Context: an optimization exercise on an open-source flow, tuned for small area. The choices shown serve that exercise and are no tape-out recipe.
The RTL was checked by simulation tests, not by an equivalence proof against the original design.

==> flow/design.v <==
module SevenSegDecoder (
    input [3:0] digit,       
    output reg [6:0] segments  
);
    always @(*) begin
        case (digit)
            4'd0: segments = ~7'b0111111;  
            4'd1: segments = ~7'b0000110;  
            4'd2: segments = ~7'b1011011;  
            4'd3: segments = ~7'b1001111;  
            4'd4: segments = ~7'b1100110;  
            4'd5: segments = ~7'b1101101;  
            4'd6: segments = ~7'b1111101;  
            4'd7: segments = ~7'b0000111;  
            4'd8: segments = ~7'b1111111;  
            4'd9: segments = ~7'b1101111;  
            default: segments = ~7'b0000000;  
        endcase
    end
endmodule
module debounce #(
    parameter ClockFrequency = 50000000,  
    parameter DebounceTimeMs = 20         
) (
    input Clk,            
    input nRst,           
    input ButtonIn,       
    output reg ButtonOut  
);
    localparam CounterMax = (ClockFrequency / 1000) * DebounceTimeMs;
    reg [31:0] counter;
    reg stable_state;
    always @(posedge Clk or negedge nRst) begin
        if (!nRst) begin
            counter <= 0;
            stable_state <= 1'b1;  
            ButtonOut <= 1'b1;     
        end else begin
            if (ButtonIn == stable_state) begin
                if (counter < CounterMax) begin
                    counter <= counter + 1;
                end else begin
                    ButtonOut <= ButtonIn;  
                end
            end else begin
                counter <= 0;
                stable_state <= ButtonIn;
            end
        end
    end
endmodule
module edge_detector (
    input Clk,          
    input nRst,         
    input SignalIn,     
    output reg PulseOut  
);
    reg SignalIn_d;  
    always @(posedge Clk or negedge nRst) begin
        if (!nRst) begin
            SignalIn_d <= 1'b1;  
            PulseOut <= 1'b0;
        end else begin
            SignalIn_d <= SignalIn;
            PulseOut <= (~SignalIn) & SignalIn_d;  
        end
    end
endmodule
module VendingMachine #(
    parameter ClockFrequency = 1000  
) (
    input Clk,               
    input nRst,              
    input button1,   
    input button2,           
    input switch,     
    output reg led1,  
    output reg led2,         
    output [6:0] seg1,  
    output [6:0] seg2,       
    output [6:0] seg3,       
    output [6:0] seg4        
);
    parameter COST = 100;              
    parameter CREDIT_INCREMENT = 5;    
    reg [31:0] Ticks_Internal;         
    reg [15:0] credits;                
    reg [31:0] led1_timer;             
    reg [31:0] led2_timer;             
    wire [3:0] thousands, hundreds, tens, ones;
    wire debounced_button1, debounced_button2;
    wire button1_pressed, button2_pressed;
    debounce #(
        .ClockFrequency(ClockFrequency),
        .DebounceTimeMs(20)
    ) debounce_button1 (
        .Clk(Clk),
        .nRst(nRst),
        .ButtonIn(button1),
        .ButtonOut(debounced_button1)
    );
    debounce #(
        .ClockFrequency(ClockFrequency),
        .DebounceTimeMs(20)
    ) debounce_button2 (
        .Clk(Clk),
        .nRst(nRst),
        .ButtonIn(button2),
        .ButtonOut(debounced_button2)
    );
    edge_detector edge_detector_button1 (
        .Clk(Clk),
        .nRst(nRst),
        .SignalIn(debounced_button1),
        .PulseOut(button1_pressed)
    );
    edge_detector edge_detector_button2 (
        .Clk(Clk),
        .nRst(nRst),
        .SignalIn(debounced_button2),
        .PulseOut(button2_pressed)
    );
    SevenSegDecoder seven_seg1 (
        .digit(ones),
        .segments(seg1)
    );
    SevenSegDecoder seven_seg2 (
        .digit(tens),
        .segments(seg2)
    );
    SevenSegDecoder seven_seg3 (
        .digit(hundreds),
        .segments(seg3)
    );
    SevenSegDecoder seven_seg4 (
        .digit(thousands),
        .segments(seg4)
    );
    assign thousands = (credits >= 1000) ? (credits / 1000) % 10 : 0;
    assign hundreds  = (credits >= 100)  ? (credits / 100) % 10  : 0;
    assign tens      = (credits >= 10)   ? (credits / 10) % 10   : 0;
    assign ones      = credits % 10;
    always @(posedge Clk or negedge nRst) begin
        if (!nRst) begin
            Ticks_Internal <= 0;
            credits <= 16'd0; 
            led1 <= 0;
            led2 <= 0;
            led1_timer <= 0;
            led2_timer <= 0;
        end else begin
            if (credits > 9999) 
                credits <= 9999;
            if (Ticks_Internal == ClockFrequency - 1) begin
                Ticks_Internal <= 0;
                if (led1_timer > 0) 
                    led1_timer <= led1_timer - 1;
                if (led2_timer > 0) 
                    led2_timer <= led2_timer - 1;
                if (led1_timer == 1) 
                    led1 <= 0;
                if (led2_timer == 1) 
                    led2 <= 0;
                if (switch)
                    credits <= credits + CREDIT_INCREMENT;
            end else begin
                Ticks_Internal <= Ticks_Internal + 1;
            end
            if (button1_pressed) begin
                if (credits >= COST) begin
                    credits <= credits - COST;
                    led1 <= 1;
                    led1_timer <= led1_timer + 1;  
                end
            end
            if (button2_pressed) begin
                if (credits >= COST) begin
                    credits <= credits - COST;
                    led2 <= 1;
                    led2_timer <= led2_timer + 1;  
                end
            end
        end
    end
endmodule
==> flow/run.sh <==
#!/bin/bash
# synth_recipe.tcl (not shown) runs the flow's synth.tcl, then flattens the netlist and writes it again
# the make line also repeats each setting of config.mk as NAME=value (left out here)
make -C /OpenROAD-flow-scripts/flow DESIGN_CONFIG=/design/flow/config.mk WORK_HOME=/design/flow/orfs CLKGATE_MAP_FILE= SYNTH_SCRIPT=/design/flow/synth_recipe.tcl finish
==> flow/config.mk <==
export PLATFORM = sky130hd
export DESIGN_NAME = VendingMachine
export DESIGN_NICKNAME = VendingMachine
export VERILOG_FILES = /design/flow/design.v
export SDC_FILE = /design/flow/constraint.sdc
export NUM_CORES = 4
export LEC_CHECK = 0
export CAP_MARGIN = 20
export CORE_MARGIN = 2
export CORE_UTILIZATION = 40
export SLEW_MARGIN = 20
==> flow/constraint.sdc <==
create_clock -name core_clock -period 16.0 [get_ports {Clk}]
set_input_delay 3.2000 -clock core_clock [delete_from_list [all_inputs] [get_ports {Clk}]]
set_output_delay 3.2000 -clock core_clock [all_outputs]
set_load 0.01 [all_outputs]
==> metrics.yaml <==
status:
  status: "no timing/DRC/antenna violations"
routing:
  drt_iter0_drc: 2112
  wl_um: 58700
  dr_total_vias: 20600
  first_pass_iters: 6
  drc_errors: 0
  ant_nets: 0
  wl_per_cell_um: 17.4
  avgViaCountPerCell: 6.13
place:
  dpl_cell_area_sq_mm: 0.0211
  gp_congestion: 0.979
  dp_cells: 3309
  place_hpwl_um: 43200
  port_buffers: 34
  dp_slack_ns: 0.241
critical_path:
  worstPathArrival_ns: 12.03
  r2r_slack_ns: 10.96
  cpMaxStageDelayCell: "or3_1"
  critPathRequiredTime_ns: 12.80
  path_common_cell: "ha_1"
  slowest_delay_ns: 0.57
  crit_type: "flip-flop to output pin"
  crit_fanout: 9
  crit_path_start_kind: "flip-flop"
  end_kind: "output pin"
  rr_worst_depth: 16
clocking:
  clk_pin_slew_ns: 0.08
  cts_tree: "done"
  cts_buffers: 17
  ctsRootBufferMaster: "clkbuf_16"
  h-tree-depth: 4
  hold_buffers: 0
  cts.sinks: 186
  cts_max_path_buffers: 2
  worstSkewPairLatency_ns: 0.44
hold_path:
  min_path_type: "flip-flop to flip-flop"
  hold_depth: 0
floorplan:
  num_io_pins: 35
  fp.dieW_um: 228
  dieArea_sq_mm: 0.0518
  initial_utilization_pct: 40.7
  die_h_um: 228
  rows: 81
  coreArea_sq_mm: 0.0492
sta:
  fin_crit_sh_pct: 95.2
  fin_crit_ns: 15.23
  hold_viol: 0
  hold_slack_ns: 0.388
  worst_pin_slew_ns: 1.06
  slew_headroom_pct: 29.3
  fin_skew_ns: 0.0119
  drv_slew: 0
  setup_ws_ns: 0.767
  setup_viol: 0
  fin_setup_tns_ns: 0
  fmax_ghz: 0.0656
cells_and_area:
  nNetsFinal: 2748
  utilization_pct: 45.3
  fin_area_sq_mm: 0.0223
  layout.cells.non_filler: 3363
  antennaDiodeCount: 0
  syn_to_final_growth_pct: 11.3
  drive_gt1_share_pct: 9.56
  fillCellCount: 4907
global_route:
  grt_pass1_vias: 19200
  grt_pass1_wl_um: 96700
  grt_use_total_pct: 22.4
  antenna_found_initial: 1
  grt_overflow: 0
  grt_max_degree: 114
synthesis:
  async_flop_share_pct: 100
  synth_area_leaders: "dfrtp_1 (23%), xnor2_1 (6.2%), nor2_1 (5.3%)"
  synth_top_family_by_area: "simple AND/OR/NAND/NOR gates"
  synthSimpleGateAreaFrac_pct: 28.8
  syn-cell-area_sq_mm: 0.0200
  synthDistinctLibCells: 121
  synth-seq-area-share_pct: 23.3
  syn_area_per_cell_sq_um: 7.47
  yosysTopAreaCellShare_pct: 22.5
  muxShareOfSynthArea_pct: 2.53
  synth-xor-area-share_pct: 8.62
  synth_flop_cell: "dfrtp_1"
  synth_nets: 2739
  ys_warn_count: 4
  synth_edf_count: 0
  netlist_top_cells_count: "nor2_1 (280), nand2_1 (253), dfrtp_1 (180), a21oi_1 (166), o21ai_0 (155)"
  synth_compound_area_share_pct: 27.9
  yosysMostFrequentCell: "nor2_1"
  synth_top_cell_by_area: "dfrtp_1"
  syn_inst: 2677
  ys_ff_latch: 186
  synthAdderAreaFrac_pct: 4.42
run:
  cap_violations: 0
-- worst paths after layout --
| kind | start | endpoint |
|---|---|---|
| max | credits[14] | seg2[2] |
| min reg2reg | debounce_button2.ButtonOut | edge_detector_button2.SignalIn_d |
| min | debounce_button2.ButtonOut | edge_detector_button2.SignalIn_d |
| min in group asynchronous | nRst | led1_timer[16] |
| max in group asynchronous | nRst | debounce_button1.counter[18] |
| max reg2reg | credits[13] | led1_timer[21] |
-- sequential cells by signal (all words and copies together) (netlist names) --
register                          flops
edge_detector_button2.PulseOut        1
edge_detector_button2.SignalIn_d      1
debounce_button2.ButtonOut            1
led1_timer                           32
led2                                  1
led2_timer                           32
debounce_button2.counter             32
debounce_button1.ButtonOut            1
debounce_button2.stable_state         1
edge_detector_button1.SignalIn_d      1
debounce_button1.stable_state         1
led1                                  1
debounce_button1.counter             32
edge_detector_button1.PulseOut        1
credits                              16
Ticks_Internal                       32
-- worst max-delay path, delay by kind of cell (launching register included) --
kind            cells  cell delay (ns)
buf+inv             6             1.09
fa+ha+maj           4             1.22
xor+xnor            2             0.44
flops               1             0.41
compound gates     19             4.81
simple gates       15             3.60
-- placed cells by master, fill, tap and decap left out, drive strengths merged, types with 14 or more instances in the layout --
master	instances
a2111oi	16
a211o	15
a211oi	35
a21o	32
a21oi	168
a22oi	15
a31oi	57
a32oi	14
and2	66
and3	42
buf	78
clkbuf	18
clkdlybuf4s50	33
dfrtp	180
ha	57
inv	105
maj3	17
mux2i	35
nand2	254
nand2b	26
nand3	118
nand4	52
nor2	283
nor2b	25
nor3	114
nor4	57
o211a	16
o211ai	39
o21a	19
o21ai	175
o22ai	21
o31ai	21
or2	17
or3	32
xnor2	142
xor2	54
-- logic make-up after synthesis --
family	Yosys count
AOI/OAI and AO/OA	807
and+or+nand+nor	1144
buffers and inverters	223
xor gates and xnor gates	196
DFF	186
muxes	47
adders and majority gates	74
-- cell type report --
cell class	count	area, sq um	area share, %
clock buffers	17	425	1.91
well taps	664	831	3.73
flip-flops and latches	186	4660	20.9
multi-input cells	2269	14900	66.7
inverters	100	382	1.71
repair buffers	112	933	4.19
clock inverters	15	174	0.781
-- what timing repair did --
action	in CTS	in global routing
buffers inserted	0	21
pin swaps	0	14
endpoints found under the setup margin	9	28
cloned	0	1
gates resized for setup	4	73
-- per-layer routing --
layer	up-vias	share of wire (%)	track usage, %
met5	-	0.022	0
met4	2	1.7	6.09
met3	85	4.9	1.88
met2	633	47	36.9
met1	9873	46	31.4
li1	10000	-	-

what the ideal ports hide:
Ports are ideal in the flow. The routed layout listed here was re-timed in OpenROAD.
Step 1 sets driving cells, clkbuf_16 on the clock port and buf_2 on the other inputs (assumed; they add their load-dependent delay and slew).
Step 2 times the ports against the registers' clock, not the clock port: input delays grow and output delays shrink by t, the midpoint of the rising clock arrivals with the driver on.
Three values: ideal ports, drivers, drivers and shift; two values: the first two.
t, ns: 0.479
slack for setup (ns): 0.767 / 0.720 / 1.200
hold slack, ns: 0.388 / 0.388 / 0.388
After both steps this run still meets setup and hold. For this run, drivers alone change the setup slack by -0.047 ns; drivers and shift together by +0.433 ns.
